This is an optimization exercise on Yosys and OpenROAD, whose aim is small area, not a production implementation.
In this exercise RTL edits were held to simulation tests only and were not proved equivalent to the original.
Power figures rest on the tool's default switching activity, not on a simulated workload.

==> design/flow/design.v <==
module pipeline(
    input           clk,
    input           reset,
    input           stall,
    output[15:0]    iaddr,
    input[15:0]     idata,
    output[15:0]    daddr,
    output[15:0]    ddata_out,
    input[15:0]     ddata_in,
    output          dwrite_en,
    output          dread_en);
    localparam IT_ARITH = 3'b000;
    localparam IT_LOAD = 3'b001;
    localparam IT_STORE = 3'b010;
    localparam IT_ADDI = 3'b011;
    localparam IT_LUI = 3'b100;
    localparam IT_CONDBR = 3'b101;
    localparam IT_UNCONDBR = 3'b110;
    localparam IT_BRANCHREG = 3'b111;
    localparam OP_AND = 3'b000;
    localparam OP_OR = 3'b001;
    localparam OP_SHL = 3'b010;
    localparam OP_SHR = 3'b011;
    localparam OP_ADD = 3'b100;
    localparam OP_SUB = 3'b101;
    localparam OP_XOR = 3'b110;
    localparam OP_NOT = 3'b111;
    reg[15:0] pc;                
    reg[127:0] registers;        
    reg[7:0] reg_valid;          
    reg[3:0] condition_codes;    
    reg[15:0] id_ex_instruction;
    reg[15:0] id_ex_pc;          
    reg ex_wb_has_writeback;
    reg ex_wb_is_load;
    reg[2:0] ex_wb_reg;
    reg[15:0] ex_wb_result;
    wire[15:0] inst = id_ex_instruction;
    wire[2:0] ex_type = inst[15:13];
    wire[2:0] ex_op = inst[11:9];
    wire[2:0] ex_ra = inst[5:3];
    wire[2:0] ex_rb = inst[8:6];
    wire ex_is_arith = ex_type == IT_ARITH;
    wire ex_is_pc_relative = ex_type == IT_CONDBR || ex_type == IT_UNCONDBR;
    reg[15:0] ex_immediate;
    always @*
    begin
        case (ex_type)
            IT_STORE: ex_immediate = { {9{inst[12]}}, inst[12:9], inst[2:0] };
            IT_LUI: ex_immediate = { inst[12:3], 6'd0 };
            IT_CONDBR: ex_immediate = { {6{inst[9]}}, inst[9:0] };
            IT_UNCONDBR: ex_immediate = { {4{inst[11]}}, inst[11:0] };
            default: ex_immediate = { {9{inst[12]}}, inst[12:6] };
        endcase
    end
    wire ex_bypass_a = ex_wb_has_writeback && ex_wb_reg == ex_ra;
    wire ex_bypass_b = ex_wb_has_writeback && ex_wb_reg == ex_rb;
    wire ex_a_is_reg = !ex_type[2];
    reg[15:0] ex_operand1;
    reg[15:0] ex_regb_bypassed;
    integer k;
    always @*
    begin
        ex_operand1 = ({16{ex_is_pc_relative}} & id_ex_pc)
            | ({16{ex_a_is_reg && ex_bypass_a}} & ex_wb_result);
        ex_regb_bypassed = {16{ex_bypass_b}} & ex_wb_result;
        for (k = 0; k < 8; k = k + 1)
        begin
            ex_operand1 = ex_operand1 | ({16{ex_a_is_reg && !ex_bypass_a
                && ex_ra == k && reg_valid[k]}} & registers[k * 16 +: 16]);
            ex_regb_bypassed = ex_regb_bypassed | ({16{!ex_bypass_b
                && ex_rb == k && reg_valid[k]}} & registers[k * 16 +: 16]);
        end
    end
    wire[15:0] ex_operand2 = (ex_is_arith || ex_type == IT_BRANCHREG)
        ? ex_regb_bypassed : ex_immediate;
    wire ex_do_subtract = ex_is_arith && ex_op == OP_SUB;
    wire[15:0] ex_addend = {16{ex_do_subtract}} ^ ex_operand2;
    wire[15:0] ex_g = ex_operand1 & ex_addend;
    wire[15:0] ex_p = ex_operand1 ^ ex_addend;
    wire[16:0] ex_carry;
    wire[16:0] ex_sum;
    wire[4:0] ex_block_carry;
    assign ex_block_carry[0] = ex_do_subtract;
    genvar i;
    generate
        for (i = 0; i < 4; i = i + 1)
        begin : cla
            wire[3:0] g = ex_g[4 * i +: 4];
            wire[3:0] p = ex_p[4 * i +: 4];
            wire block_g = g[3] | (p[3] & g[2]) | (p[3] & p[2] & g[1])
                | (p[3] & p[2] & p[1] & g[0]);
            wire block_p = &p;
            assign ex_block_carry[i + 1] = block_g | (block_p & ex_block_carry[i]);
            assign ex_carry[4 * i] = ex_block_carry[i];
            assign ex_carry[4 * i + 1] = g[0] | (p[0] & ex_carry[4 * i]);
            assign ex_carry[4 * i + 2] = g[1] | (p[1] & ex_carry[4 * i + 1]);
            assign ex_carry[4 * i + 3] = g[2] | (p[2] & ex_carry[4 * i + 2]);
        end
    endgenerate
    assign ex_carry[16] = ex_block_carry[4];
    assign ex_sum[15:0] = ex_p ^ ex_carry[15:0];
    assign ex_sum[16] = ex_carry[16];
    wire ex_overflow = ex_operand2[15] == ex_sum[15]
        && ex_operand1[15] != ex_operand2[15];
    wire ex_sel_sum = !ex_is_arith || ex_op == OP_ADD || ex_op == OP_SUB;
    wire ex_sel_and = ex_is_arith && ex_op == OP_AND;
    wire ex_sel_or = ex_is_arith && ex_op == OP_OR;
    wire ex_sel_xor = ex_is_arith && ex_op == OP_XOR;
    wire ex_sel_not = ex_is_arith && ex_op == OP_NOT;
    wire ex_sel_shl = ex_is_arith && ex_op == OP_SHL;
    wire ex_sel_shr = ex_is_arith && ex_op == OP_SHR;
    wire[15:0] ex_alu_result = ({16{ex_sel_sum}} & ex_sum[15:0])
        | ({16{ex_sel_and}} & (ex_operand1 & ex_operand2))
        | ({16{ex_sel_or}} & (ex_operand1 | ex_operand2))
        | ({16{ex_sel_xor}} & (ex_operand1 ^ ex_operand2))
        | ({16{ex_sel_not}} & ~ex_operand1)
        | ({16{ex_sel_shl}} & { ex_operand1[14:0], 1'b0 })
        | ({16{ex_sel_shr}} & { 1'b0, ex_operand1[15:1] });
    wire ex_carry_out = (ex_is_arith && (ex_op == OP_ADD || ex_op == OP_SUB)
            && (ex_sum[16] ^ ex_do_subtract))
        | (ex_sel_shl & ex_operand1[15])
        | (ex_sel_shr & ex_operand1[0]);
    wire ex_branch_flag = condition_codes[inst[11:10]];
    wire ex_branch_en = ex_type == IT_UNCONDBR || ex_type == IT_BRANCHREG
        || (ex_type == IT_CONDBR && (ex_branch_flag ^ inst[12]));
    wire[15:0] ex_branch_target = ex_alu_result;
    assign daddr = ex_alu_result;
    assign dwrite_en = ex_type == IT_STORE;
    assign dread_en = ex_type == IT_LOAD;
    assign ddata_out = ex_regb_bypassed;
    wire[15:0] pc_inc = pc + { 15'd0, !stall };
    assign iaddr = ex_branch_en ? ex_branch_target : pc_inc;
    always @(posedge clk, posedge reset)
    begin
        if (reset)
            pc <= 16'hffff;
        else
            pc <= iaddr;
    end
    always @(posedge clk)
        id_ex_pc <= pc_inc;
    always @(posedge clk, posedge reset)
    begin
        if (reset)
            id_ex_instruction <= 0;
        else if (!stall)
            id_ex_instruction <= idata;
    end
    always @(posedge clk, posedge reset)
    begin
        if (reset)
        begin
            ex_wb_has_writeback <= 0;
            condition_codes <= 0;
        end
        else if (!stall)
        begin
            ex_wb_has_writeback <= ex_is_arith || ex_type == IT_LOAD
                || ex_type == IT_ADDI || ex_type == IT_LUI;
            if (ex_is_arith || ex_type == IT_ADDI)
                condition_codes <= { ex_overflow, ex_carry_out, ex_alu_result[15],
                    ex_alu_result == 16'd0 };
        end
    end
    always @(posedge clk)
    begin
        if (!stall)
        begin
            ex_wb_is_load <= ex_type == IT_LOAD;
            ex_wb_reg <= inst[2:0];
            ex_wb_result <= ex_alu_result;
        end
    end
    wire[15:0] wb_value = ex_wb_is_load ? ddata_in : ex_wb_result;
    always @(posedge clk, posedge reset)
    begin
        if (reset)
            reg_valid <= 0;
        else if (ex_wb_has_writeback)
            reg_valid[ex_wb_reg] <= 1'b1;
    end
    genvar r;
    generate
        for (r = 0; r < 8; r = r + 1)
        begin : regfile
            always @(posedge clk)
            begin
                if (ex_wb_has_writeback && ex_wb_reg == r)
                    registers[r * 16 +: 16] <= wb_value;
            end
        end
    endgenerate
endmodule
==> design/flow/flow/run.sh <==
#!/bin/bash
# Own layout flow: the standard flow (standard.sh) with one change in
# synthesis: ABC maps the logic with an area-oriented script
# (flow/abc_area.script) instead of ORFS's delay-oriented one. Everything
# before ABC (including flip-flop mapping) is the standard synthesis, so the
# registers, their names and their cells are the standard synthesis's.
set -euo pipefail
W=$(pwd)
HERE=$(cd "$(dirname "${BASH_SOURCE[0]}")" && pwd)

# ORFS's synth.tcl with the ABC script swapped right after its preamble.
awk -v abc="$HERE/abc_area.script" '
  { print }
  /^source \$::env\(SCRIPTS_DIR\)\/synth_preamble.tcl/ {
    print "lset abc_args 1 {" abc "}"
    print "puts \"Own flow: ABC script [lindex $abc_args 1]\""
  }' "$FLOW_HOME/scripts/synth.tcl" > "$W/own_synth.tcl"
grep -q "^lset abc_args 1" "$W/own_synth.tcl"

# synth_recipe.tcl (the standard synthesis wrapper), sourcing the copy above.
sed "s#source \$::env(SCRIPTS_DIR)/synth.tcl#source {$W/own_synth.tcl}#" \
  synth_recipe.tcl > "$W/own_synth_recipe.tcl"
grep -q "own_synth.tcl" "$W/own_synth_recipe.tcl"

# standard.sh, with the synthesis script replaced.
sed -E "s#SYNTH_SCRIPT=[^ ]+#SYNTH_SCRIPT=$W/own_synth_recipe.tcl#" standard.sh > "$W/own_standard.sh"
grep -q "own_synth_recipe.tcl" "$W/own_standard.sh"

bash "$W/own_standard.sh" finish > "$W/flow_make.log" 2>&1
test -s "$W/out/final.def"
==> design/flow/flow/abc_area.script <==
strash
ifraig
scorr
dc2
strash
&get -n
&st
&dch -f
&nf -a -R 1000
&put
==> design/flow/standard.sh <==
#!/bin/bash
# synth_recipe.tcl (not shown) runs the flow's synth.tcl, then flattens the netlist and writes it again
# the make line also repeats each setting of config.mk as NAME=value (left out here)
make -C /OpenROAD-flow-scripts/flow DESIGN_CONFIG=/design/flow/config.mk WORK_HOME=/design/flow/orfs CLKGATE_MAP_FILE= SYNTH_SCRIPT=/design/flow/synth_recipe.tcl "${@:-finish}"
==> design/flow/config.mk <==
export PLATFORM = sky130hd
export DESIGN_NAME = pipeline
export DESIGN_NICKNAME = pipeline
export VERILOG_FILES = /design/flow/design.v
export SDC_FILE = /design/flow/constraint.sdc
export NUM_CORES = 4
export LEC_CHECK = 0
export CAP_MARGIN = 20
export CORE_MARGIN = 2
export CORE_UTILIZATION = 40
export PLACE_DENSITY = 0.6
export SLEW_MARGIN = 20
==> design/flow/constraint.sdc <==
create_clock -name core_clock -period 12.0 [get_ports {clk}]
set_input_delay 2.4000 -clock core_clock [delete_from_list [all_inputs] [get_ports {clk}]]
set_output_delay 2.4000 -clock core_clock [all_outputs]
set_load 0.01 [all_outputs]
==> notes.md, run 1 <==
first-pass GRT wire length=54600 um; top cells by area, synth=edfxtp_1, a222oi_1, dfrtp_1; H-tree depth=1; Placed Instances=~1.3k; largest net degree at the start of global routing=46; Post-synth EDFFs=148; Startpoint Class=flip-flop; DRT Pass-1 Iters=11; Fill cells=2376; top cell type's share of synthesized area=40.9%; Routed WL=37400 um; setup bufs post-CTS=0; DP Wirelength=25300 um; 1st-iter DRT viols=roughly 2k; Total Die Area=28500 um^2; largest area contributor in the netlist=edfxtp_1; crit-path max FO=16; max reg flops=128; Clock Skew=0.00957 ns; # DRC=0; starting density of the core=40.6%; All-Layer GR Usage=25.6%; Cell Area, Synth=10900 um^2; CTS buffer count=23; Die Width=169 um; largest register by flop count=registers; vias in the first global route=8546; Core Rows=60; Layout Cells excl Fill=1358; Critical Path RT=9.60 ns; MaxCap Viol Count=0; Synth top cells by count=edfxtp_1, a222oi_1, nand2_1, ha_1, clkinv_1; fin nets=1102; status=no timing/DRC/antenna violations; worst slew pin tran=between 1 and 1.5 ns; Unique masters post-synth=50; Root Driver=clkbuf_16; drt wl/cell=27.5 um; CP Data Arrival Time=between 8 and 9 ns; yosys warns=1; fmax=0.0885 GHz; Synth async-reset ratio=21.5%; WP buf/inv=2; syn_nets=between 900 and 1k; Layout Area Growth over Synthesis=20.4%; Worst setup EP type=output port; Hold Crit Class=reg -> reg; top-count cell post-synth=edfxtp_1; met1 wire length=15100 um; GP Congestion=0.907; met2 WL post-DR=16900 um; dominant synthesized flop cell=edfxtp_1; register bit total from synthesis=209; Core Area=26800 um^2; internal power=0.00186 W; Final Setup Violations=0; pre-CTS setup slack=1.16 ns; Mapped Cells=867; crit path kind=reg -> out; metal3 WL=3910 um; Period Utilization, post-route=94.2%; clock buffer depth=3; Worst-Skew Late Latency=0.53 ns; RSZ-0062 raised after global routing=false; Setup WS post-layout=0.700 ns; Avg Cell Area, Syn=around 13 um^2; Clock Power Share=22.7%; Max VDD drop=0.129 mV; port bufs=84; Setup TNS Final=0 ns; sequential group share of total power=37.2%; Rel. slew slack=23.6%; Worst path slowest cell=a211oi_4; switching part of the total=between 30% and 40%; # diodes=0; Top Ports=between 80 and 90; initial antenna violation count=1; Sink Count=209; register area share after synthesis=between 50 and 60%; crit path time final=11.30 ns; Slew Viols, Final=0; CTS tree=yes; chip height=169 um; Reg clk slew, reported paths=0.06 ns; post-route ant nets=0; share of layout cells above drive strength 1=under 10%; critical path's top delay family=compound AO/OA/AOI/OAI gates; PwrDens=227 nW/um^2; top sig layer=met4; switching power=about 0.0011 W; max incr delay on CP=0.57 ns; leakage=4.71 nW; share of total power in combinational logic=40.1%; routed via count=8862; Hold Vio Cnt, Final=0; vias per cell=6.53; grt total ovfl=0
## final timing paths
kind	from	to	slack, ns	cells past startpoint
max in group asynchronous	reset	reg_valid[3]	9.19	3
max reg2reg	ex_wb_reg[0]	condition_codes[0]	3.81	30
min	condition_codes[3]	condition_codes[3]	0.49	1
max	ex_wb_reg[0]	iaddr[15]	0.70	29
min reg2reg	condition_codes[3]	condition_codes[3]	0.49	1
min in group asynchronous	reset	id_ex_instruction[3]	2.37	3
## routing by layer
layer | global-route usage, % | up-vias
li1 | - | 3812
met1 | 34.3 | 4368
met2 | 40.8 | 582
met3 | 6.66 | 100
met4 | 8.28 | 0
met5 | 0 | -
## placed cells by master, fill, tap and decap left out, drive strengths merged, types with 6 or more instances in the layout
cell type | synthesis | routed
a21oi | 21 | 21
o21ai | 31 | 31
nor2 | 49 | 49
nand3 | 34 | 34
dfxtp | 16 | 16
clkbuf | 0 | 28
o22ai | 8 | 8
a222oi | 85 | 85
dfrtp | 29 | 29
a22o | 6 | 6
and3 | 21 | 21
mux2 | 46 | 46
nand2 | 63 | 63
nor4 | 6 | 6
a221o | 7 | 7
fa | 10 | 10
xnor2 | 30 | 30
clkdlybuf4s50 | 0 | 84
dfstp | 16 | 16
o211ai | 6 | 6
and2 | 7 | 7
edfxtp | 148 | 148
clkinv | 54 | 60
buf | 0 | 24
ha | 57 | 57
xor2 | 8 | 8
a221oi | 13 | 13
a22oi | 18 | 18
nor3 | 6 | 6
a21o | 9 | 9
a211o | 6 | 6
o221ai | 7 | 7
nor2b | 8 | 8
a31o | 6 | 6
## stage by stage
step	power, W	util (%)	instance area, um^2	hold WS, ns
detailed placement	0.00229	46.1	12300	0.480
finish	0.00297	48.8	13100	0.493
global placement	0.00228	46.1	12300	0.474
floorplan	0.00169	-	10900	0.433
CTS	0.00297	48.8	13100	0.492
global route	0.00312	48.8	13100	0.513
## power by group through the flow
stage          combinational [W]  clock, W  sequential, W
2_1_floorplan           0.000635         0        0.00106
4_1_cts                  0.00118  0.000686        0.00110
6_report                 0.00119  0.000676        0.00111
3_3_place_gp             0.00116         0        0.00112
3_5_place_dp             0.00117         0        0.00111
5_1_grt                  0.00129  0.000716        0.00112
## layout make-up
class                           count  area [um^2]  area share, %
Timing Repair Buffer              108         1020           7.80
Clock inverter                     14          103          0.784
Inverter                           54          203           1.55
Tap cell                          341          427           3.26
Multi-Input combinational cell    604         4800           36.7
Sequential cell                   209         5910           45.2
Clock buffer                       28          624           4.77
## kinds of logic (layout without fill, tap and decap cells)
logic type      count (synthesis)  after routing  synth area share (%)
buf+inv                        54            204                  1.86
xor+xnor                       38             38                  3.06
fa+ha+maj                      67             67                  8.40
flops                         209            209                  54.4
compound gates                240            240                  17.9
mux                            47             47                  4.97
simple gates                  212            212                  9.39
## what timing repair did
action	in CTS	in global routing
endpoints found under the setup margin	0	2
resized for setup	0	1
hold buffers	0	0
==> inputs of run 2 (changes only) <==
--- a/design/flow/flow/run.sh
+++ b/design/flow/flow/run.sh
@@ -1,9 +1,12 @@
 #!/bin/bash
-# Own layout flow: the standard flow (standard.sh) with one change in
-# synthesis: ABC maps the logic with an area-oriented script
-# (flow/abc_area.script) instead of ORFS's delay-oriented one. Everything
-# before ABC (including flip-flop mapping) is the standard synthesis, so the
-# registers, their names and their cells are the standard synthesis's.
+# Own layout flow: the standard flow (standard.sh) with these changes:
+#  - synthesis: ABC maps the logic with an area-oriented script
+#    (flow/abc_area.script) instead of ORFS's delay-oriented one. Everything
+#    before ABC (including flip-flop mapping) is the standard synthesis, so
+#    the registers, their names and their cells are the standard synthesis's.
+#  - placement: every input and output port still gets a buffer, but the
+#    smallest buffer cell (buf_1) rather than a delay buffer.
+#  - clock tree: larger sink clusters and no dummy loads.
 set -euo pipefail
 W=$(pwd)
 HERE=$(cd "$(dirname "${BASH_SOURCE[0]}")" && pwd)
@@ -26,5 +29,8 @@
 sed -E "s#SYNTH_SCRIPT=[^ ]+#SYNTH_SCRIPT=$W/own_synth_recipe.tcl#" standard.sh > "$W/own_standard.sh"
 grep -q "own_synth_recipe.tcl" "$W/own_standard.sh"
 
+export BUFFER_PORTS_ARGS="-buffer_cell sky130_fd_sc_hd__buf_1"
+export CTS_ARGS="-sink_clustering_enable -repair_clock_nets -dont_use_dummy_load -sink_clustering_size 20 -sink_clustering_max_diameter 100"
+
 bash "$W/own_standard.sh" finish > "$W/flow_make.log" 2>&1
 test -s "$W/out/final.def"
==> notes.md, run 2 <==
crit path kind=reg -> out; largest net degree at the start of global routing=46; Min-Delay Endpoint=condition_codes[3]; Hold Crit Class=reg -> reg; Synth async-reset ratio=21.5%; fmax=0.0929 GHz; CP Data Arrival Time=around 8.4 ns; CP Launch Point=ex_wb_reg[2]; All-Layer GR Usage=roughly a quarter; setup bufs post-CTS=0; vias per cell=roughly 6.5; dominant synthesized flop cell=edfxtp_1; Layout Area Growth over Synthesis=12.1%; top cell type's share of synthesized area=just over 40%; Avg Cell Area, Syn=12.5 um^2; Routed WL=36700 um; DRT Pass-1 Iters=14; CTS tree=yes; switching power=~0.0010 W; RSZ-0062 raised after global routing=false; Clock Power Share=between 10% and 20%; switching part of the total=40.3%; yosys warns=1; Cell Area, Synth=roughly 11000 um^2; Sink Count=around 210; Clock Skew=0.0462 ns; register area share after synthesis=54.4%; FF-to-FF End=condition_codes[0]; chip height=169 um; Max VDD drop=0.118 mV; WP buf/inv=4; crit path time final=~11 ns; Reg clk slew, reported paths=0.09 ns; top cells by area, synth=edfxtp_1, a222oi_1, dfrtp_1; Hold Crit Start=condition_codes[3]; FF-to-FF Start=ex_wb_reg[2]; hold_buf cts=0; Hold Vio Cnt, Final=0; CP dominant cell by count=fa_1; Worst setup EP type=output port; largest area contributor in the netlist=edfxtp_1; Setup TNS Final=0 ns; crit-path max FO=21; share of total power in combinational logic=roughly 40%; Startpoint Class=flip-flop; Core Rows=60; Worst-Skew Late Latency=about 0.50 ns; sequential group share of total power=a little over two fifths; initial antenna violation count=1; Mapped Cells=867; routed via count=~8.7k; Root Driver=clkbuf_16; worst hold slack=between 0.4 and 0.5 ns; status=no timing/DRC/antenna violations; vias in the first global route=8339; internal power=approximately 0.0016 W; Post-synth EDFFs=roughly 150; MaxCap Viol Count=0; first-pass GRT wire length=53900 um; H-tree depth=1; reg2reg setup slack=3.84 ns; DP Wirelength=25100 um; # DRC=0; reg2reg path depth=29; drt wl/cell=27.6 um; final instance area=12200 um^2; Top Ports=85; top-count cell post-synth=edfxtp_1; CTS buffer count=15; critical path's top delay family=compound AO/OA/AOI/OAI gates; Rel. slew slack=21.8%; 1st-iter DRT viols=2059; Final Setup Violations=0; Unique masters post-synth=50; leakage=4.31 nW; clock buffer depth=3; Total Die Area=28500 um^2; post-route ant nets=0; Slew Viols, Final=0; Period Utilization, post-route=89.7%; starting density of the core=40.6%; grt total ovfl=0; Critical Path RT=9.60 ns; Core Area=26800 um^2; most frequent cells in the layout=edfxtp_1, a222oi_1, buf_1; # diodes=0; most common cell after layout, fill and taps aside=edfxtp_1; max reg flops=128; syn_nets=between 900 and 1k; Resized cells post-CTS=0; hold depth=1; port bufs=84; GP Congestion=0.905; worst slew pin tran=1.17 ns; fin nets=~1.1k; Synth top cells by count=edfxtp_1, a222oi_1, nand2_1, ha_1, clkinv_1; PwrDens=214 nW/um^2; Worst path slowest cell=nor4bb_4; share of layout cells above drive strength 1=under 10%; max incr delay on CP=1.03 ns; largest register by flop count=registers; register bit total from synthesis=209; Die Width=169 um; placed instance area=11800 um^2
## run 2: cell counts after synthesis
No cell type changed its count.
## run 2: layer usage
layer	vias up	share of wire [%]	track usage [%]
met5	-	0	0
met4	0	4.1	9.03
met3	103	11	5.28
met2	558	45	39.5
met1	4229	40	35.1
li1	3764	-	-
## run 2: through the flow
step | setup slack [ns] | cells | util, % | power (W)
2_1_floorplan | 1.80 | 867 | - | 0.00169
3_3_place_gp | 1.99 | 1313 | 44.1 | 0.00213
3_5_place_dp | 1.85 | 1313 | 44.1 | 0.00214
4_1_cts | 1.28 | 1328 | 45.5 | 0.00260
5_1_grt | 0.637 | 1328 | 45.5 | 0.00274
6_report | 1.24 | 1328 | 45.5 | 0.00261
## run 2: area by class of cell
class	instances	area, um^2
fill	2440	14600
sequential	209	5910
multi-input combinational	604	4800
timing repair buffer	105	473
tap	341	427
clock buffer	15	375
inverter	54	203
## run 2: worst max path at each step
stage	to	slack [ns]	depth (start not counted)
6_report	iaddr[15]	1.24	29
2_1_floorplan	iaddr[15]	1.80	27
3_5_place_dp	iaddr[15]	1.85	30
5_1_grt	iaddr[15]	0.64	30
4_1_cts	iaddr[15]	1.28	30
3_3_place_gp	iaddr[15]	1.99	30
## run 2: logic make-up (layout without fill, tap and decap cells)
group	count (synthesis)	after routing	share of synthesized area [%]
compound gates	240	240	17.9
xor+xnor	38	38	3.06
fa+ha+maj	67	67	8.40
buf+inv	54	174	1.86
flops	209	209	54.4
mux	47	47	4.97
simple gates	212	212	9.39
## run 2: power groups by stage
stage,logic [W],clock network (W),registers (W)
after detailed placement,0.00103,0,0.00111
after global routing,0.00114,0.000491,0.00112
after global placement,0.00101,0,0.00111
final,0.00104,0.000458,0.00110
after CTS,0.00104,0.000465,0.00110
after floorplan,0.000635,0,0.00106
## run 2: worst reg2reg max path, delay by kind of cell, from the launching register on
| kind | cells | cell delay (ns) |
|---|---|---|
| adder cells (fa/ha/maj) | 4 | 1.28 |
| buffers and inverters | 3 | 0.54 |
| AND/OR/NAND/NOR | 6 | 1.86 |
| XOR/XNOR | 1 | 0.21 |
| flip-flops | 1 | 0.46 |
| AO/OA/AOI/OAI | 15 | 3.69 |
==> inputs of run 3 (changes only) <==
--- a/design/flow/design.v
+++ b/design/flow/design.v
@@ -31,6 +31,8 @@
     reg[3:0] condition_codes;    
     reg[15:0] id_ex_instruction;
     reg[15:0] id_ex_pc;          
+    reg id_ex_bypass_a;          
+    reg id_ex_bypass_b;          
     reg ex_wb_has_writeback;
     reg ex_wb_is_load;
     reg[2:0] ex_wb_reg;
@@ -53,8 +55,8 @@
             default: ex_immediate = { {9{inst[12]}}, inst[12:6] };
         endcase
     end
-    wire ex_bypass_a = ex_wb_has_writeback && ex_wb_reg == ex_ra;
-    wire ex_bypass_b = ex_wb_has_writeback && ex_wb_reg == ex_rb;
+    wire ex_bypass_a = id_ex_bypass_a;
+    wire ex_bypass_b = id_ex_bypass_b;
     wire ex_a_is_reg = !ex_type[2];
     reg[15:0] ex_operand1;
     reg[15:0] ex_regb_bypassed;
@@ -80,25 +82,14 @@
     wire[15:0] ex_p = ex_operand1 ^ ex_addend;
     wire[16:0] ex_carry;
     wire[16:0] ex_sum;
-    wire[4:0] ex_block_carry;
-    assign ex_block_carry[0] = ex_do_subtract;
+    assign ex_carry[0] = ex_do_subtract;
     genvar i;
     generate
-        for (i = 0; i < 4; i = i + 1)
-        begin : cla
-            wire[3:0] g = ex_g[4 * i +: 4];
-            wire[3:0] p = ex_p[4 * i +: 4];
-            wire block_g = g[3] | (p[3] & g[2]) | (p[3] & p[2] & g[1])
-                | (p[3] & p[2] & p[1] & g[0]);
-            wire block_p = &p;
-            assign ex_block_carry[i + 1] = block_g | (block_p & ex_block_carry[i]);
-            assign ex_carry[4 * i] = ex_block_carry[i];
-            assign ex_carry[4 * i + 1] = g[0] | (p[0] & ex_carry[4 * i]);
-            assign ex_carry[4 * i + 2] = g[1] | (p[1] & ex_carry[4 * i + 1]);
-            assign ex_carry[4 * i + 3] = g[2] | (p[2] & ex_carry[4 * i + 2]);
+        for (i = 0; i < 16; i = i + 1)
+        begin : rca
+            assign ex_carry[i + 1] = ex_g[i] | (ex_p[i] & ex_carry[i]);
         end
     endgenerate
-    assign ex_carry[16] = ex_block_carry[4];
     assign ex_sum[15:0] = ex_p ^ ex_carry[15:0];
     assign ex_sum[16] = ex_carry[16];
     wire ex_overflow = ex_operand2[15] == ex_sum[15]
@@ -111,9 +102,9 @@
     wire ex_sel_shl = ex_is_arith && ex_op == OP_SHL;
     wire ex_sel_shr = ex_is_arith && ex_op == OP_SHR;
     wire[15:0] ex_alu_result = ({16{ex_sel_sum}} & ex_sum[15:0])
-        | ({16{ex_sel_and}} & (ex_operand1 & ex_operand2))
-        | ({16{ex_sel_or}} & (ex_operand1 | ex_operand2))
-        | ({16{ex_sel_xor}} & (ex_operand1 ^ ex_operand2))
+        | ({16{ex_sel_and}} & ex_g)
+        | ({16{ex_sel_or}} & (ex_g | ex_p))
+        | ({16{ex_sel_xor}} & ex_p)
         | ({16{ex_sel_not}} & ~ex_operand1)
         | ({16{ex_sel_shl}} & { ex_operand1[14:0], 1'b0 })
         | ({16{ex_sel_shr}} & { 1'b0, ex_operand1[15:1] });
@@ -140,12 +131,22 @@
     end
     always @(posedge clk)
         id_ex_pc <= pc_inc;
+    wire ex_has_writeback = ex_is_arith || ex_type == IT_LOAD
+        || ex_type == IT_ADDI || ex_type == IT_LUI;
     always @(posedge clk, posedge reset)
     begin
         if (reset)
+        begin
             id_ex_instruction <= 0;
+            id_ex_bypass_a <= 0;
+            id_ex_bypass_b <= 0;
+        end
         else if (!stall)
+        begin
             id_ex_instruction <= idata;
+            id_ex_bypass_a <= ex_has_writeback && inst[2:0] == idata[5:3];
+            id_ex_bypass_b <= ex_has_writeback && inst[2:0] == idata[8:6];
+        end
     end
     always @(posedge clk, posedge reset)
     begin
@@ -156,8 +157,7 @@
         end
         else if (!stall)
         begin
-            ex_wb_has_writeback <= ex_is_arith || ex_type == IT_LOAD
-                || ex_type == IT_ADDI || ex_type == IT_LUI;
+            ex_wb_has_writeback <= ex_has_writeback;
             if (ex_is_arith || ex_type == IT_ADDI)
                 condition_codes <= { ex_overflow, ex_carry_out, ex_alu_result[15],
                     ex_alu_result == 16'd0 };
--- a/design/flow/flow/run.sh
+++ b/design/flow/flow/run.sh
@@ -1,9 +1,11 @@
 #!/bin/bash
 # Own layout flow: the standard flow (standard.sh) with these changes:
 #  - synthesis: ABC maps the logic with an area-oriented script
-#    (flow/abc_area.script) instead of ORFS's delay-oriented one. Everything
-#    before ABC (including flip-flop mapping) is the standard synthesis, so
-#    the registers, their names and their cells are the standard synthesis's.
+#    (flow/abc_area.script) instead of ORFS's delay-oriented one, and the
+#    adder step (extract_fa to full/half adder cells) is skipped so that ABC
+#    maps that logic too. The flip-flop mapping and everything else is the
+#    standard synthesis, so the registers, their names and their cells are
+#    the standard synthesis's.
 #  - placement: every input and output port still gets a buffer, but the
 #    smallest buffer cell (buf_1) rather than a delay buffer.
 #  - clock tree: larger sink clusters and no dummy loads.
@@ -17,8 +19,12 @@
   /^source \$::env\(SCRIPTS_DIR\)\/synth_preamble.tcl/ {
     print "lset abc_args 1 {" abc "}"
     print "puts \"Own flow: ABC script [lindex $abc_args 1]\""
+  }
+  /^# Technology mapping of adders/ {
+    print "set ::env(ADDER_MAP_FILE) {}"
   }' "$FLOW_HOME/scripts/synth.tcl" > "$W/own_synth.tcl"
 grep -q "^lset abc_args 1" "$W/own_synth.tcl"
+grep -q "^set ::env(ADDER_MAP_FILE) {}" "$W/own_synth.tcl"
 
 # synth_recipe.tcl (the standard synthesis wrapper), sourcing the copy above.
 sed "s#source \$::env(SCRIPTS_DIR)/synth.tcl#source {$W/own_synth.tcl}#" \
--- a/design/flow/config.mk
+++ b/design/flow/config.mk
@@ -7,6 +7,6 @@
 export LEC_CHECK = 0
 export CAP_MARGIN = 20
 export CORE_MARGIN = 2
-export CORE_UTILIZATION = 40
-export PLACE_DENSITY = 0.6
+export CORE_UTILIZATION = 30
+export PLACE_DENSITY = 0.45
 export SLEW_MARGIN = 20
==> notes.md, run 3 <==
top cell type's share of synthesized area=43.7%; top-count cell post-synth=edfxtp_1; Top Ports=85; Avg Cell Area, Syn=about 13 um^2; vias in the first global route=between 7k and 8k; CP dominant cell by count=o21a_1; CTS buffer count=15; Rel. slew slack=30.6%; dominant synthesized flop cell=edfxtp_1; drt wl/cell=27.6 um; Hold Crit Class=reg -> reg; yosys warns=1; worst slew pin tran=1.04 ns; M3 GR Usage=4.72%; post-route ant nets=0; Synth async-reset ratio=between 20 and 25%; Resized cells post-CTS=0; reg2reg setup slack=~4.6 ns; hold depth=1; PwrDens=203 nW/um^2; register area share after synthesis=58.6%; Sink Count=211; M2 GR Usage=between 30% and 40%; crit path kind=reg -> out; GR peak layer=met2; Final Setup Violations=0; Period Utilization, post-route=83.4%; DRT Pass-1 Iters=12; most common cell after layout, fill and taps aside=edfxtp_1; DP Wirelength=25500 um; Layout Cells excl Fill=about 1.4k; Mapped Cells=slightly above 800; CTS tree=yes; grt total ovfl=0; first-pass GRT wire length=approximately 55000 um; Fill cells=3295; Critical Path RT=9.60 ns; Routed WL=38500 um; Root Driver=clkbuf_16; register bit total from synthesis=211; RSZ-0062 raised after global routing=false; Slew Viols, Final=0; MaxCap Viol Count=0; Layout Area Growth over Synthesis=15.3%; starting density of the core=30.4%; global routing usage on met1=29.7%; CP Data Arrival Time=between 7 and 8 ns; vias per cell=5.92; GP Congestion=0.857; crit-path max FO=20; status=no timing/DRC/antenna violations; largest area contributor in the netlist=edfxtp_1; # diodes=0; port bufs=between 80 and 90; max incr delay on CP=approximately 0.94 ns; Cell Area, Synth=10200 um^2; Die Width=188 um; largest register by flop count=registers; fmax=0.0999 GHz; All-Layer GR Usage=21.1%; hold_buf cts=0; # DRC=0; max reg flops=128; Max VDD drop=0.106 mV; share of layout cells above drive strength 1=8.37%; Post-synth EDFFs=148; Placed Instances=1377; Worst path slowest cell=dfrtp_1; most frequent cells in the layout=edfxtp_1, a222oi_1, buf_1; Reg clk slew, reported paths=0.07 ns; Total Die Area=~35000 um^2; leakage=3.78 nW; fin nets=between 900 and 1k; Final Power=0.00238 W; Synth top cells by count=edfxtp_1, a222oi_1, nor2_1, nand2_1, a21oi_1; 1st-iter DRT viols=roughly 1.5k; Core Area=33400 um^2; Unique masters post-synth=50; clock buffer depth=3; Clock Skew=0.0436 ns; chip height=188 um; post-route core utilization=35.1%; top cells by area, synth=edfxtp_1, a222oi_1, dfrtp_1; largest net degree at the start of global routing=48; crit path time final=10.01 ns; Worst-Skew Late Latency=0.50 ns; reg2reg path depth=29; Core Rows=67; initial antenna violation count=1; setup bufs post-CTS=0; routed via count=about 8.2k; Startpoint Class=flip-flop; syn_nets=847; Hold Vio Cnt, Final=0; Worst setup EP type=output port; Setup TNS Final=0 ns; H-tree depth=1
[run 3: changes by cell type after synthesis, moves of 11 or more]
cell      previous run  this run
or2_0                0        12
ha_1                57         0
clkinv_1            54        22
a22oi_1             18         4
a21oi_1             21        40
nand2_1             63        49
o21ai_0             31        16
nor3_1               6        23
xor2_1               8        35
xnor2_1             30        19
[run 3: final timing paths]
path                                         start                   end
worst min register to register  condition_codes[1]    condition_codes[1]
max in group asynchronous                    reset          reg_valid[5]
worst min-delay path            condition_codes[1]    condition_codes[1]
worst max-delay path                id_ex_bypass_b             daddr[15]
min in group asynchronous                    reset  id_ex_instruction[2]
worst max register to register      id_ex_bypass_b    condition_codes[1]
[run 3: routing by layer]
layer	up-vias	share of wire, %
li1	3642	-
met1	4080	43
met2	452	45
met3	73	8.9
met4	0	2.7
met5	-	0
[run 3: report_power, final]
group          total [W]  internal, W  switching (W)
Combinational   0.000832     0.000271       0.000561
Sequential       0.00109     0.000973       0.000115
Clock           0.000461     0.000223       0.000238
[run 3: cell type report]
class	instances	area, um^2	share of cell area, %
Sequential cell	211	5960	50.8
Multi-Input combinational cell	579	4190	35.7
Timing Repair Buffer	117	563	4.80
Tap cell	448	561	4.78
Clock buffer	15	375	3.20
Inverter	22	82.6	0.704
[run 3: metrics by stage]
stage | worst slack (ns) | cell area, um^2 | hold WS (ns)
floorplan | 3.12 | 10200 | 0.449
CTS | 2.11 | 11700 | 0.503
global route | 1.44 | 11700 | 0.530
finish | 1.99 | 11700 | 0.496
global placement | 2.86 | 11400 | 0.495
detailed placement | 2.61 | 11400 | 0.488
[run 3: kinds of logic after synthesis]
logic type / count (synthesis) / synth area share, %
compound gates: 242 / 19.3
xor+xnor: 54 / 4.65
fa+ha+maj: 1 / 0.0984
buf+inv: 22 / 0.812
flops: 211 / 58.6
mux: 41 / 4.63
simple gates: 241 / 11.9
[run 3: worst max-delay path, delay by kind of cell (launching register included)]
kind / cells / cell delay, ns
AOI/OAI and AO/OA: 14 / 3.45
xor gates and xnor gates: 1 / 0.13
buffers and inverters: 3 / 0.31
DFF: 1 / 0.94
muxes: 1 / 0.16
and+or+nand+nor: 10 / 2.15
==> inputs of run 4 (changes only) <==
--- a/design/flow/flow/run.sh
+++ b/design/flow/flow/run.sh
@@ -36,7 +36,7 @@
 grep -q "own_synth_recipe.tcl" "$W/own_standard.sh"
 
 export BUFFER_PORTS_ARGS="-buffer_cell sky130_fd_sc_hd__buf_1"
-export CTS_ARGS="-sink_clustering_enable -repair_clock_nets -dont_use_dummy_load -sink_clustering_size 20 -sink_clustering_max_diameter 100"
+export CTS_ARGS="-sink_clustering_enable -repair_clock_nets -dont_use_dummy_load -sink_clustering_size 25 -sink_clustering_max_diameter 100"
 
 bash "$W/own_standard.sh" finish > "$W/flow_make.log" 2>&1
 test -s "$W/out/final.def"
--- a/design/flow/config.mk
+++ b/design/flow/config.mk
@@ -5,8 +5,9 @@
 export SDC_FILE = /design/flow/constraint.sdc
 export NUM_CORES = 4
 export LEC_CHECK = 0
-export CAP_MARGIN = 20
+export CAP_MARGIN = 10
 export CORE_MARGIN = 2
 export CORE_UTILIZATION = 30
+export GPL_TIMING_DRIVEN = 0
 export PLACE_DENSITY = 0.45
-export SLEW_MARGIN = 20
+export SLEW_MARGIN = 10
==> notes.md, run 4 <==
1st-iter DRT viols=1519; Layout Area Growth over Synthesis=15.2%; register area share after synthesis=58.6%; CP Launch Point=id_ex_bypass_b; CTS tree=yes; H-tree depth=1; Critical Path RT=9.60 ns; crit path to=iaddr[15]; CTS buffer count=12; dominant synthesized flop cell=edfxtp_1; max reg flops=128; Rel. slew slack=15.9%; Clock Skew=0.0504 ns; Resized cells post-CTS=0; PwrDens=198 nW/um^2; Period Utilization, post-route=89.2%; FF-to-FF End=condition_codes[1]; RSZ-0062 raised after global routing=false; reg2reg path depth=29; Worst setup EP type=output port; GP Congestion=0.845; CP dominant cell by count=o21a_1; Worst-Skew Late Latency=0.50 ns; status=no timing/DRC/antenna violations; DRT Pass-1 Iters=10; Reg clk slew, reported paths=0.08 ns; Sink Count=211; Unique masters post-synth=50; hold_buf cts=0; DP Wirelength=26100 um; initial antenna violation count=0; Root Driver=clkbuf_16; Final Power=0.00231 W; setup bufs post-CTS=0; syn_nets=847; post-route core utilization=35.0%; top cells by area, synth=edfxtp_1, a222oi_1, dfrtp_1; leakage=3.72 nW; Die Width=approximately 190 um; Core Rows=67; largest area contributor in the netlist=edfxtp_1; crit path kind=reg -> out; CP Data Arrival Time=8.31 ns; Core Area=33400 um^2; Top Ports=85; most frequent cells in the layout=edfxtp_1, a222oi_1, buf_1; Total Die Area=between 30000 and 40000 um^2; vias per cell=6.06; share of layout cells above drive strength 1=7.24%; port bufs=84; Synth top cells by count=edfxtp_1, a222oi_1, nor2_1, nand2_1, a21oi_1; max incr delay on CP=1.07 ns; post-route ant nets=0; # DRC=0; area of the multi-input gates=4240 um^2; first-pass GRT wire length=55900 um; Fill cells=3295; top-count cell post-synth=edfxtp_1; Slew Viols, Final=0; Worst path slowest cell=and4b_1; crit path time final=roughly 11 ns; # diodes=0; routed via count=approximately 8.3k; Avg Cell Area, Syn=12.5 um^2; grt total ovfl=0; largest register by flop count=registers; Synth async-reset ratio=22.3%; drt wl/cell=28.3 um; fmax=0.0934 GHz; worst slew pin tran=1.26 ns; reg2reg setup slack=3.91 ns; yosys warns=1; top cell type's share of synthesized area=a little over two fifths; chip height=188 um; crit-path max FO=20; met1 wire length=about 17000 um; metal3 WL=about 3800 um; fin nets=962; top sig layer=met4; Post-synth EDFFs=148; largest net degree at the start of global routing=38; Startpoint Class=flip-flop; Mapped Cells=between 800 and 900; Final Setup Violations=0; Hold Crit Class=reg -> reg; clock buffer depth=3; MaxCap Viol Count=0; FF-to-FF Start=id_ex_bypass_b; met2 WL post-DR=16700 um; Cell Area, Synth=a little over 10000 um^2; Routed WL=between 30000 and 40000 um; vias in the first global route=8045; Register Area=5960 um^2; Max VDD drop=around 0.080 mV; All-Layer GR Usage=21.5%; most common cell after layout, fill and taps aside=edfxtp_1; Hold Vio Cnt, Final=0; register bit total from synthesis=211; starting density of the core=about 30%
run 4: worst max-delay path, delay by kind of cell (launching register included):
family	cells	cell delay, ns
AOI/OAI and AO/OA	15	3.44
xor gates and xnor gates	3	0.58
buffers and inverters	2	0.22
DFF	1	0.87
and+or+nand+nor	9	2.75
run 4: final cells by class:
| type | instances | share of cell area [%] |
|---|---|---|
| Multi-Input combinational cell | 579 | 36.2 |
| Inverter | 22 | 0.715 |
| Sequential cell | 211 | 50.9 |
| Clock buffer | 12 | 2.56 |
| Tap cell | 448 | 4.78 |
| Timing Repair Buffer | 101 | 4.88 |
run 4: routing by layer:
layer  up-vias  track usage (%)
met1      4110             31.0
met4         0             8.69
met3        81             3.31
met2       531             32.2
met5         -                0
li1       3602                -
run 4: where the power goes:
part | internal [W] | switching (W)
Sequential | 0.000973 | 0.000106
Clock | 0.000180 | 0.000231
Combinational | 0.000267 | 0.000557
run 4: worst min-delay path by stage:
stage | start | endpoint | cells after the start
6_report | condition_codes[1] | condition_codes[1] | 1
5_1_grt | condition_codes[2] | condition_codes[2] | 1
4_1_cts | reg_valid[4] | reg_valid[4] | 1
3_5_place_dp | reg_valid[4] | reg_valid[4] | 1
3_3_place_gp | reg_valid[0] | reg_valid[0] | 1
2_1_floorplan | reg_valid[0] | reg_valid[0] | 1
run 4: kinds of logic (layout without fill, tap and decap cells):
| family | after synthesis | in the layout | share of synthesized area [%] |
|---|---|---|---|
| buffers and inverters | 22 | 135 | 0.812 |
| adder cells (fa/ha/maj) | 1 | 1 | 0.0984 |
| flip-flops | 211 | 211 | 58.6 |
| AO/OA/AOI/OAI | 242 | 242 | 19.3 |
| multiplexers | 41 | 41 | 4.63 |
| XOR/XNOR | 54 | 54 | 4.65 |
| AND/OR/NAND/NOR | 241 | 241 | 11.9 |
run 4: metrics by stage:
step	setup TNS, ns	instance area, um^2	hold slack, ns	cells	worst slack (ns)
6_report	0	11700	0.496	1373	1.29
5_1_grt	0	11700	0.529	1373	0.874
4_1_cts	0	11700	0.502	1373	1.47
3_5_place_dp	0	11400	0.475	1361	1.99
3_3_place_gp	-4.27	11000	0.473	1344	-0.831
2_1_floorplan	0	10200	0.449	812	3.12
==> inputs of run 5 (changes only) <==
--- a/design/flow/config.mk
+++ b/design/flow/config.mk
@@ -8,6 +8,5 @@
 export CAP_MARGIN = 10
 export CORE_MARGIN = 2
 export CORE_UTILIZATION = 30
-export GPL_TIMING_DRIVEN = 0
 export PLACE_DENSITY = 0.45
 export SLEW_MARGIN = 10
==> notes.md, run 5 <==
status=no timing/DRC/antenna violations; first-pass GRT wire length=55000 um; top cells by area, synth=edfxtp_1, a222oi_1, dfrtp_1; grt total ovfl=0; Setup WS post-layout=1.95 ns; PwrDens=201 nW/um^2; DRT Pass-1 Iters=12; M2 GR Usage=32.6%; DP Wirelength=25500 um; Resized cells post-CTS=0; max incr delay on CP=approximately 0.96 ns; syn_nets=between 800 and 900; critical path's top delay family=compound AO/OA/AOI/OAI gates; Routed WL=around 38000 um; port bufs=84; CTS tree=yes; Worst setup EP type=output port; vias in the first global route=7891; reg2reg setup slack=4.53 ns; top-count cell post-synth=edfxtp_1; FF-to-FF Start=id_ex_bypass_b; most frequent cells in the layout=edfxtp_1, a222oi_1, buf_1; hold depth=1; Startpoint Class=flip-flop; most common cell after layout, fill and taps aside=edfxtp_1; dominant synthesized flop cell=edfxtp_1; CP dominant cell by count=o21a_1; register area share after synthesis=58.6%; CTS buffer count=13; routed via count=8271; reg2reg path depth=29; largest area contributor in the netlist=edfxtp_1; WP buf/inv=3; crit path kind=reg -> out; Slew Viols, Final=0; initial antenna violation count=0; Period Utilization, post-route=83.8%; pre-CTS setup slack=2.61 ns; Top Ports=85; global routing usage on met1=29.6%; RSZ-0062 raised after global routing=false; H-tree depth=1; Sink Count=211; Hold Vio Cnt, Final=0; share of layout cells above drive strength 1=8.17%; Core Rows=67; top cell type's share of synthesized area=~44%; crit path time final=10.05 ns; fin nets=979; setup bufs post-CTS=0; largest register by flop count=registers; leakage=3.76 nW; Synth async-reset ratio=22.3%; Min-Delay Endpoint=condition_codes[1]; max reg flops=around 130; Worst path slowest cell=dfrtp_1; Final Setup Violations=0; Critical Path RT=9.60 ns; Reg clk slew, reported paths=0.07 ns; register bit total from synthesis=211; Cell Area, Synth=10200 um^2; Hold Crit Start=condition_codes[1]; Setup TNS Final=0 ns; Max VDD drop=around 0.11 mV; Clock Skew=0.0591 ns; Avg Cell Area, Syn=12.5 um^2; Root Driver=clkbuf_16; post-route ant nets=0; Layout Area Growth over Synthesis=14.8%; Rel. slew slack=32.5%; M3 GR Usage=4.81%; All-Layer GR Usage=21.0%; Mapped Cells=812; hold_buf cts=0; worst slew pin tran=1.01 ns; clock buffer depth=3; yosys warns=1; GP Congestion=0.857; fmax=0.0995 GHz; CP Data Arrival Time=approximately 7.7 ns; Worst-Skew Late Latency=0.51 ns; starting density of the core=a little under a third; chip height=~190 um; Unique masters post-synth=50; GR peak layer=met2; Core Area=33400 um^2; Die Width=188 um; vias per cell=~5.9; post-route core utilization=about a third; Fill cells=3298; crit-path max FO=20; largest net degree at the start of global routing=48; FF-to-FF End=condition_codes[1]; Synth top cells by count=edfxtp_1, a222oi_1, nor2_1, nand2_1, a21oi_1; drt wl/cell=27.6 um; Post-synth EDFFs=between 100 and 150; 1st-iter DRT viols=1511; Hold Crit Class=reg -> reg; Total Die Area=35400 um^2; # DRC=0; MaxCap Viol Count=0
==> run 5: cell counts after synthesis <==
Identical to the previous run, type by type.
==> run 5: routing by layer <==
metal  part of all wire, %  vias up
met5                     0        -
met2                    45      457
met4                   2.5        0
met1                    44     4111
met3                   9.1       62
li1                      -     3641
==> run 5: through the flow <==
step / power [W] / cells / area [um^2] / hold WS (ns)
global placement: 0.00193 / 1377 / 11400 / 0.495
CTS: 0.00236 / 1390 / 11700 / 0.503
global route: 0.00247 / 1390 / 11700 / 0.532
floorplan: 0.00154 / 812 / 10200 / 0.449
finish: 0.00235 / 1391 / 11700 / 0.495
detailed placement: 0.00193 / 1377 / 11400 / 0.488
==> run 5: how the worst max path moves through the flow <==
| stage | from | endpoint | cells after the start |
|---|---|---|---|
| 2_1_floorplan | id_ex_bypass_b | iaddr[15] | 28 |
| 3_3_place_gp | id_ex_bypass_b | iaddr[15] | 29 |
| 3_5_place_dp | id_ex_bypass_b | daddr[15] | 29 |
| 4_1_cts | id_ex_bypass_b | daddr[15] | 29 |
| 5_1_grt | id_ex_bypass_b | daddr[15] | 29 |
| 6_report | id_ex_bypass_b | daddr[15] | 29 |
==> run 5: cell families (layout without fill, tap and decap cells) <==
family | count (synthesis) | in the layout | share of synthesized area, %
and+or+nand+nor | 241 | 241 | 11.9
DFF | 211 | 211 | 58.6
AOI/OAI and AO/OA | 242 | 242 | 19.3
adders and majority gates | 1 | 1 | 0.0984
other | 0 | 1 | 0
muxes | 41 | 41 | 4.63
xor gates and xnor gates | 54 | 54 | 4.65
buffers and inverters | 22 | 152 | 0.812
==> run 5: cell type report <==
| cell class | instances | area, um^2 | area share, % |
|---|---|---|---|
| well taps | 448 | 561 | 4.80 |
| multi-input cells | 579 | 4190 | 35.8 |
| inverters | 22 | 82.6 | 0.707 |
| clock buffers | 13 | 325 | 2.78 |
| diodes | 1 | 2.50 | 0.0214 |
| repair buffers | 117 | 563 | 4.82 |
| flip-flops and latches | 211 | 5960 | 51.0 |
==> run 5: power breakdown <==
group / leakage [nW] / total (W) / internal, W / switching [W]
combinational: 1.58 / 0.000832 / 0.000271 / 0.000560
sequential: 2.01 / 0.00109 / 0.000973 / 0.000115
clock: 0.160 / 0.000427 / 0.000194 / 0.000232
total: 3.76 / 0.00235 / 0.00144 / 0.000908
==> inputs of run 6 (changes only) <==
--- a/design/flow/flow/run.sh
+++ b/design/flow/flow/run.sh
@@ -36,7 +36,7 @@
 grep -q "own_synth_recipe.tcl" "$W/own_standard.sh"
 
 export BUFFER_PORTS_ARGS="-buffer_cell sky130_fd_sc_hd__buf_1"
-export CTS_ARGS="-sink_clustering_enable -repair_clock_nets -dont_use_dummy_load -sink_clustering_size 25 -sink_clustering_max_diameter 100"
+export CTS_ARGS="-sink_clustering_enable -repair_clock_nets -dont_use_dummy_load -sink_clustering_size 32 -sink_clustering_max_diameter 120"
 
 bash "$W/own_standard.sh" finish > "$W/flow_make.log" 2>&1
 test -s "$W/out/final.def"
==> notes.md, run 6 <==
pre-CTS setup slack=2.61 ns; GP Congestion=0.857; vias in the first global route=7843; largest area contributor in the netlist=edfxtp_1; status=no timing/DRC/antenna violations; Final Power=0.00229 W; Mapped Cells=812; Max VDD drop=0.120 mV; clock buffer depth=3; largest register by flop count=registers; share of layout cells above drive strength 1=between 7 and 8%; Worst setup EP type=output port; Post-synth EDFFs=148; port bufs=84; Layout Area Growth over Synthesis=14.1%; CP Data Arrival Time=7.63 ns; Slew Viols, Final=0; chip height=188 um; Resized cells post-CTS=0; post-route ant nets=0; Total Die Area=about 35000 um^2; syn_nets=around 850; CP dominant cell by count=o21a_1; dominant synthesized flop cell=edfxtp_1; DRT Pass-1 Iters=14; All-Layer GR Usage=20.9%; Die Width=between 150 and 200 um; grt total ovfl=0; routed via count=8338; max incr delay on CP=around 0.94 ns; top cell type's share of synthesized area=between 40% and 50%; max reg flops=128; Clock Power Share=between 10% and 20%; Worst path slowest cell=dfrtp_1; Hold Vio Cnt, Final=0; MaxCap Viol Count=0; vias per cell=between 6 and 7; Period Utilization, post-route=83.6%; DP Wirelength=25500 um; # diodes=0; top cells by area, synth=edfxtp_1, a222oi_1, dfrtp_1; RSZ-0062 raised after global routing=false; CTS tree=yes; crit-path max FO=20; Fill cells=3305; switching part of the total=39.0%; most common cell after layout, fill and taps aside=edfxtp_1; most frequent cells in the layout=edfxtp_1, a222oi_1, buf_1; first-pass GRT wire length=54700 um; Top Ports=between 80 and 90; PwrDens=197 nW/um^2; Clock Skew=0.0785 ns; Worst-Skew Late Latency=0.51 ns; switching power=between 0.0008 and 0.0009 W; H-tree depth=1; largest net degree at the start of global routing=48; yosys warns=1; starting density of the core=a little under a third; Unique masters post-synth=50; worst slew pin tran=around 1.0 ns; fin nets=976; drt wl/cell=about 28 um; Critical Path RT=approximately 9.6 ns; hold_buf cts=0; register area share after synthesis=~60%; Setup TNS Final=0 ns; Startpoint Class=flip-flop; register bit total from synthesis=211; final instance area=11600 um^2; Avg Cell Area, Syn=12.5 um^2; CTS buffer count=10; crit path kind=reg -> out; 1st-iter DRT viols=roughly 1.6k; Core Rows=67; share of total power in combinational logic=36.3%; Synth top cells by count=edfxtp_1, a222oi_1, nor2_1, nand2_1, a21oi_1; reg2reg setup slack=4.53 ns; Core Area=around 33000 um^2; crit path time final=10.03 ns; Reg clk slew, reported paths=0.11 ns; setup bufs post-CTS=0; Synth async-reset ratio=22.3%; placed instance area=about 11000 um^2; area of the multi-input gates=between 4000 and 5000 um^2; sequential group share of total power=47.6%; Sink Count=211; Register Area=between 5000 and 6000 um^2; Rel. slew slack=31.7%; Cell Area, Synth=10200 um^2; Final Setup Violations=0; internal power=0.00140 W; # DRC=0; top-count cell post-synth=edfxtp_1; Root Driver=clkbuf_16; post-route core utilization=around a third; Hold Crit Class=reg -> reg; leakage=around 3.7 nW; initial antenna violation count=0; Routed WL=38200 um; Setup WS post-layout=1.97 ns; fmax=0.0997 GHz
## run 6: final timing paths
check,endpoint,depth (start not counted),from
max,daddr[15],29,id_ex_bypass_b
min,condition_codes[1],1,condition_codes[1]
max reg2reg,condition_codes[1],29,id_ex_bypass_b
min reg2reg,condition_codes[1],1,condition_codes[1]
max in group asynchronous,condition_codes[3],3,reset
min in group asynchronous,reg_valid[6],3,reset
## run 6: metrics by stage
stage                     hold slack [ns]  std cells
after floorplan                     0.449        812
after global placement              0.495       1377
after detailed placement            0.488       1377
after CTS                           0.508       1387
after global routing                0.539       1387
final                               0.503       1387
## run 6: cell families after synthesis
kind of cell    after synthesis  synth area share [%]
flops                       211                  58.6
compound gates              242                  19.3
simple gates                241                  11.9
mux                          41                  4.63
buf+inv                      22                 0.812
xor+xnor                     54                  4.65
fa+ha+maj                     1                0.0984
## run 6: worst max-delay path, delay by kind of cell, from the launching register on
kind	cells	cell delay (ns)
AND/OR/NAND/NOR	10	2.19
buffers and inverters	3	0.31
flip-flops	1	0.94
AO/OA/AOI/OAI	14	3.45
XOR/XNOR	1	0.13
multiplexers	1	0.16
## run 6: area by class of cell
class	count	share of cell area (%)
sequential	211	51.4
timing repair buffer	117	4.85
multi-input combinational	579	36.1
clock buffer	10	2.16
inverter	22	0.712
tap	448	4.83
## run 6: layer usage
metal	global-route usage [%]	vias up	share of wire, %
li1	-	3627	-
met1	29.9	4132	44
met2	32.3	512	45
met3	4.19	67	8.8
met4	5.33	0	2.1
met5	0	-	0
## run 6: power groups by stage
stage | Sequential [W] | Combinational (W) | Clock, W
after detailed placement | 0.00110 | 0.000827 | 0
after CTS | 0.00109 | 0.000832 | 0.000379
after global placement | 0.00111 | 0.000828 | 0
after floorplan | 0.00104 | 0.000502 | 0
after global routing | 0.00110 | 0.000906 | 0.000403
final | 0.00109 | 0.000831 | 0.000367
==> inputs of run 7 (changes only) <==
--- a/design/flow/flow/run.sh
+++ b/design/flow/flow/run.sh
@@ -36,7 +36,7 @@
 grep -q "own_synth_recipe.tcl" "$W/own_standard.sh"
 
 export BUFFER_PORTS_ARGS="-buffer_cell sky130_fd_sc_hd__buf_1"
-export CTS_ARGS="-sink_clustering_enable -repair_clock_nets -dont_use_dummy_load -sink_clustering_size 32 -sink_clustering_max_diameter 120"
+export CTS_ARGS="-sink_clustering_enable -repair_clock_nets -dont_use_dummy_load -sink_clustering_size 28 -sink_clustering_max_diameter 110"
 
 bash "$W/own_standard.sh" finish > "$W/flow_make.log" 2>&1
 test -s "$W/out/final.def"
--- a/design/flow/config.mk
+++ b/design/flow/config.mk
@@ -5,8 +5,8 @@
 export SDC_FILE = /design/flow/constraint.sdc
 export NUM_CORES = 4
 export LEC_CHECK = 0
-export CAP_MARGIN = 10
+export CAP_MARGIN = 0
 export CORE_MARGIN = 2
 export CORE_UTILIZATION = 30
 export PLACE_DENSITY = 0.45
-export SLEW_MARGIN = 10
+export SLEW_MARGIN = 0
==> notes.md, run 7 <==
register bit total from synthesis=~210; Synth top cells by count=edfxtp_1, a222oi_1, nor2_1, nand2_1, a21oi_1; area of the multi-input gates=4190 um^2; Cell Area, Synth=~10000 um^2; Clock Skew=0.0303 ns; Resized cells post-CTS=0; WP buf/inv=3; Die Width=188 um; clock buffer depth=3; starting density of the core=30.4%; Rel. slew slack=28.9%; hold depth=1; leakage=about 3.7 nW; DRT Pass-1 Iters=11; chip height=188 um; yosys warns=1; vias per cell=6.01; Worst-Skew Late Latency=0.49 ns; syn_nets=847; Register Area=5960 um^2; met1 wire length=approximately 17000 um; largest register by flop count=registers; top-count cell post-synth=edfxtp_1; setup bufs post-CTS=0; Period Utilization, post-route=83.8%; Sink Count=about 210; top sig layer=met4; MaxCap Viol Count=0; crit-path max FO=20; top cells by area, synth=edfxtp_1, a222oi_1, dfrtp_1; CTS buffer count=11; Final Setup Violations=0; Fill cells=between 3k and 4k; Worst setup EP type=output port; largest net degree at the start of global routing=48; dominant synthesized flop cell=edfxtp_1; H-tree depth=1; Hold Crit Class=reg -> reg; hold_buf cts=0; CP Data Arrival Time=7.65 ns; crit path kind=reg -> out; Layout Area Growth over Synthesis=14.3%; 1st-iter DRT viols=1450; most frequent cells in the layout=edfxtp_1, a222oi_1, buf_1; metal3 WL=3460 um; Avg Cell Area, Syn=12.5 um^2; share of layout cells above drive strength 1=7.98%; Routed WL=38200 um; PwrDens=199 nW/um^2; Critical Path RT=around 9.6 ns; most common cell after layout, fill and taps aside=edfxtp_1; register area share after synthesis=around three fifths; Root Driver=clkbuf_16; Total Die Area=35400 um^2; initial antenna violation count=0; All-Layer GR Usage=between 20% and 30%; largest area contributor in the netlist=edfxtp_1; Unique masters post-synth=50; status=no timing/DRC/antenna violations; reg2reg path depth=29; critical path's top delay family=compound AO/OA/AOI/OAI gates; drt wl/cell=27.5 um; Post-synth EDFFs=around 150; worst slew pin tran=1.07 ns; Core Area=33400 um^2; fin nets=just under 1k; Max VDD drop=0.115 mV; Startpoint Class=flip-flop; CTS tree=yes; Reg clk slew, reported paths=about 0.11 ns; met2 WL post-DR=17200 um; first-pass GRT wire length=54600 um; # diodes=0; crit path time final=between 10 and 15 ns; fmax=just under 0.1 GHz; vias in the first global route=7858; routed via count=8341; Worst path slowest cell=dfrtp_1; # DRC=0; max incr delay on CP=0.96 ns; Hold Vio Cnt, Final=0; post-route ant nets=0; CP dominant cell by count=o21a_1; Mapped Cells=812; top cell type's share of synthesized area=43.7%; GP Congestion=between 0.8 and 0.9; Slew Viols, Final=0; RSZ-0062 raised after global routing=false; max reg flops=128; Synth async-reset ratio=22.3%; DP Wirelength=25500 um; port bufs=84; Final Power=0.00231 W; Top Ports=85; Core Rows=67; Critical Path Stages=29; grt total ovfl=0; Setup TNS Final=0 ns
-- run 7: cell families after synthesis --
logic type                 count (synthesis)  synth area share (%)
AOI/OAI and AO/OA                        242                  19.3
buffers and inverters                     22                 0.812
muxes                                     41                  4.63
and+or+nand+nor                          241                  11.9
xor gates and xnor gates                  54                  4.65
adders and majority gates                  1                0.0984
DFF                                      211                  58.6
-- run 7: path summary, 6_finish.rpt --
| check | endpoint | slack, ns | from |
|---|---|---|---|
| worst max-delay path | daddr[15] | 1.95 | id_ex_bypass_b |
| worst min-delay path | condition_codes[1] | 0.50 | condition_codes[1] |
| worst max register to register | condition_codes[1] | 4.55 | id_ex_bypass_b |
| worst min register to register | condition_codes[1] | 0.50 | condition_codes[1] |
| max in group asynchronous | condition_codes[3] | 9.43 | reset |
| min in group asynchronous | id_ex_instruction[2] | 2.07 | reset |
-- run 7: cell type report --
| type | instances | share of cell area, % |
|---|---|---|
| multi-input cells | 579 | 36.0 |
| inverters | 22 | 0.710 |
| well taps | 448 | 4.82 |
| flip-flops and latches | 211 | 51.3 |
| repair buffers | 117 | 4.84 |
| clock buffers | 11 | 2.37 |
-- run 7: layer usage --
metal / GRT usage (%) / vias to the layer above
met1: 29.7 / 4157
li1: - / 3633
met4: 5.15 / 0
met5: 0 / -
met3: 4.27 / 65
met2: 32.7 / 486
-- run 7: worst register-to-register path, delay by kind of cell (launching register included) --
family	cells	cell delay (ns)
AO/OA/AOI/OAI	14	3.45
AND/OR/NAND/NOR	10	2.16
flip-flops	1	0.96
multiplexers	2	0.48
buffers and inverters	2	0.15
XOR/XNOR	1	0.13
-- run 7: power breakdown --
| part | switching (W) | leakage, nW | internal, W |
|---|---|---|---|
| Clock | 0.000220 | 0.136 | 0.000166 |
| Sequential | 0.000116 | 2.01 | 0.000973 |
| Combinational | 0.000562 | 1.58 | 0.000271 |
| Total | 0.000898 | 3.73 | 0.00141 |
-- run 7: per-stage QoR --
step                setup WS, ns  hold WS, ns  cells  utilization (%)  instance area, um^2
finish                      1.95        0.504   1388             34.8                11600
global route                1.39        0.540   1388             34.8                11600
CTS                         2.07        0.509   1388             34.8                11600
detailed placement          2.61        0.488   1377             33.9                11400
global placement            2.86        0.495   1377             33.9                11400
floorplan                   3.12        0.449    812                -                10200
==> inputs of run 8 (changes only) <==
--- a/design/flow/config.mk
+++ b/design/flow/config.mk
@@ -5,8 +5,8 @@
 export SDC_FILE = /design/flow/constraint.sdc
 export NUM_CORES = 4
 export LEC_CHECK = 0
-export CAP_MARGIN = 0
+export CAP_MARGIN = 10
 export CORE_MARGIN = 2
 export CORE_UTILIZATION = 30
 export PLACE_DENSITY = 0.45
-export SLEW_MARGIN = 0
+export SLEW_MARGIN = 10
==> notes.md, run 8 <==
status=no timing/DRC/antenna violations; Root Driver=clkbuf_16; Routed WL=between 30000 and 40000 um; reg2reg path depth=29; met2 WL post-DR=17200 um; internal power=0.00141 W; crit path time final=a little over 10 ns; Die Width=~190 um; FF-to-FF Start=id_ex_bypass_b; grt total ovfl=0; Cell Area, Synth=a little over 10000 um^2; Startpoint Class=flip-flop; routed via count=8341; MaxCap Viol Count=0; CP Data Arrival Time=7.65 ns; Core Area=33400 um^2; switching power=0.000898 W; metal3 WL=3460 um; Mapped Cells=812; hold_buf cts=0; chip height=around 190 um; dominant synthesized flop cell=edfxtp_1; worst slew pin tran=between 1 and 1.5 ns; top sig layer=met4; DRT Pass-1 Iters=11; vias per cell=about 6; crit path kind=reg -> out; most frequent cells in the layout=edfxtp_1, a222oi_1, buf_1; starting density of the core=30.4%; Hold Crit Class=reg -> reg; Slew Viols, Final=0; Worst setup EP type=output port; most common cell after layout, fill and taps aside=edfxtp_1; placed instance area=11400 um^2; Final Setup Violations=0; top cells by area, synth=edfxtp_1, a222oi_1, dfrtp_1; top cell type's share of synthesized area=43.7%; # DRC=0; switching part of the total=38.9%; FF-to-FF End=condition_codes[1]; leakage=roughly 3.7 nW; largest area contributor in the netlist=edfxtp_1; share of layout cells above drive strength 1=7.98%; share of total power in combinational logic=a little over a third; RSZ-0062 raised after global routing=false; Fill cells=3300; Total Die Area=35400 um^2; max reg flops=between 100 and 150; CP dominant cell by count=o21a_1; register area share after synthesis=58.6%; Reg clk slew, reported paths=0.11 ns; Layout Area Growth over Synthesis=14.3%; Unique masters post-synth=50; Synth async-reset ratio=22.3%; port bufs=84; vias in the first global route=7858; Hold Vio Cnt, Final=0; 1st-iter DRT viols=1450; largest net degree at the start of global routing=between 40 and 50; largest register by flop count=registers; PwrDens=just under 200 nW/um^2; # diodes=0; drt wl/cell=27.5 um; top-count cell post-synth=edfxtp_1; max incr delay on CP=between 0.9 and 1 ns; setup bufs post-CTS=0; Sink Count=roughly 210; Avg Cell Area, Syn=12.5 um^2; fmax=0.0995 GHz; syn_nets=847; crit-path max FO=20; Synth top cells by count=edfxtp_1, a222oi_1, nor2_1, nand2_1, a21oi_1; reg2reg setup slack=4.55 ns; Clock Skew=0.0303 ns; CP Launch Point=id_ex_bypass_b; met1 wire length=~17000 um; Rel. slew slack=between 20% and 30%; fin nets=about 980; Clock Power Share=16.7%; Core Rows=67; initial antenna violation count=0; crit path to=daddr[15]; clock buffer depth=3; yosys warns=1; Worst-Skew Late Latency=0.49 ns; Post-synth EDFFs=148; Worst path slowest cell=dfrtp_1; Max VDD drop=0.115 mV; All-Layer GR Usage=20.9%; Resized cells post-CTS=0; Period Utilization, post-route=83.8%; final instance area=11600 um^2; first-pass GRT wire length=54600 um; Top Ports=85; DP Wirelength=25500 um; CTS tree=yes; sequential group share of total power=47.2%; Setup TNS Final=0 ns; CTS buffer count=11; register bit total from synthesis=approximately 210; H-tree depth=1; post-route ant nets=0; GP Congestion=around 0.86; Critical Path RT=9.60 ns
[run 8: stage by stage]
stage	power (W)	setup slack [ns]	utilization [%]	hold slack [ns]	instances
3_3_place_gp	0.00193	2.86	33.9	0.495	1377
6_report	0.00231	1.95	34.8	0.504	1388
2_1_floorplan	0.00154	3.12	-	0.449	812
5_1_grt	0.00243	1.39	34.8	0.540	1388
4_1_cts	0.00232	2.07	34.8	0.509	1388
3_5_place_dp	0.00193	2.61	33.9	0.488	1377
[run 8: cell type report]
class,instances,area (um^2),share of cell area (%)
multi-input cells,579,4190,36.0
flip-flops and latches,211,5960,51.3
well taps,448,561,4.82
clock buffers,11,275,2.37
inverters,22,82.6,0.710
repair buffers,117,563,4.84
[run 8: logic make-up (layout without fill, tap and decap cells)]
| logic type | count (synthesis) | count (layout) | share of synthesized area [%] |
|---|---|---|---|
| DFF | 211 | 211 | 58.6 |
| adders and majority gates | 1 | 1 | 0.0984 |
| buffers and inverters | 22 | 150 | 0.812 |
| muxes | 41 | 41 | 4.63 |
| AOI/OAI and AO/OA | 242 | 242 | 19.3 |
| and+or+nand+nor | 241 | 241 | 11.9 |
| xor gates and xnor gates | 54 | 54 | 4.65 |
[run 8: worst min-delay path by stage]
| stage | start | endpoint | slack [ns] | cells past startpoint |
|---|---|---|---|---|
| after floorplan | reg_valid[0] | reg_valid[0] | 0.45 | 1 |
| after global placement | condition_codes[1] | condition_codes[1] | 0.50 | 1 |
| after detailed placement | condition_codes[1] | condition_codes[1] | 0.49 | 1 |
| after CTS | condition_codes[1] | condition_codes[1] | 0.51 | 1 |
| after global routing | condition_codes[1] | condition_codes[1] | 0.54 | 1 |
| final | condition_codes[1] | condition_codes[1] | 0.50 | 1 |
[run 8: critical path, delay by kind of cell, from the launching register on]
kind                      cells  cell delay, ns
AOI/OAI and AO/OA            14            3.45
muxes                         1            0.16
DFF                           1            0.96
xor gates and xnor gates      1            0.13
and+or+nand+nor              10            2.15
buffers and inverters         3            0.31
[run 8: routing by layer]
metal | up-vias | track usage [%]
met5 | - | 0
met4 | 0 | 5.15
met3 | 65 | 4.27
met2 | 486 | 32.7
met1 | 4157 | 29.7
li1 | 3633 | -
[run 8: power by group through the flow]
| stage | clock network, W | logic [W] | registers [W] |
|---|---|---|---|
| 6_report | 0.000385 | 0.000834 | 0.00109 |
| 2_1_floorplan | 0 | 0.000502 | 0.00104 |
| 3_3_place_gp | 0 | 0.000828 | 0.00111 |
| 3_5_place_dp | 0 | 0.000827 | 0.00110 |
| 5_1_grt | 0.000419 | 0.000905 | 0.00110 |
| 4_1_cts | 0.000399 | 0.000832 | 0.00109 |

Setup slack of run 8, layout unchanged: 1.946 ns with ideal ports, 1.899 ns with driving cells assumed (clock clkbuf_16, inputs buf_2), 2.420 ns with port delays also shifted by the 0.521 ns mid clock arrival.
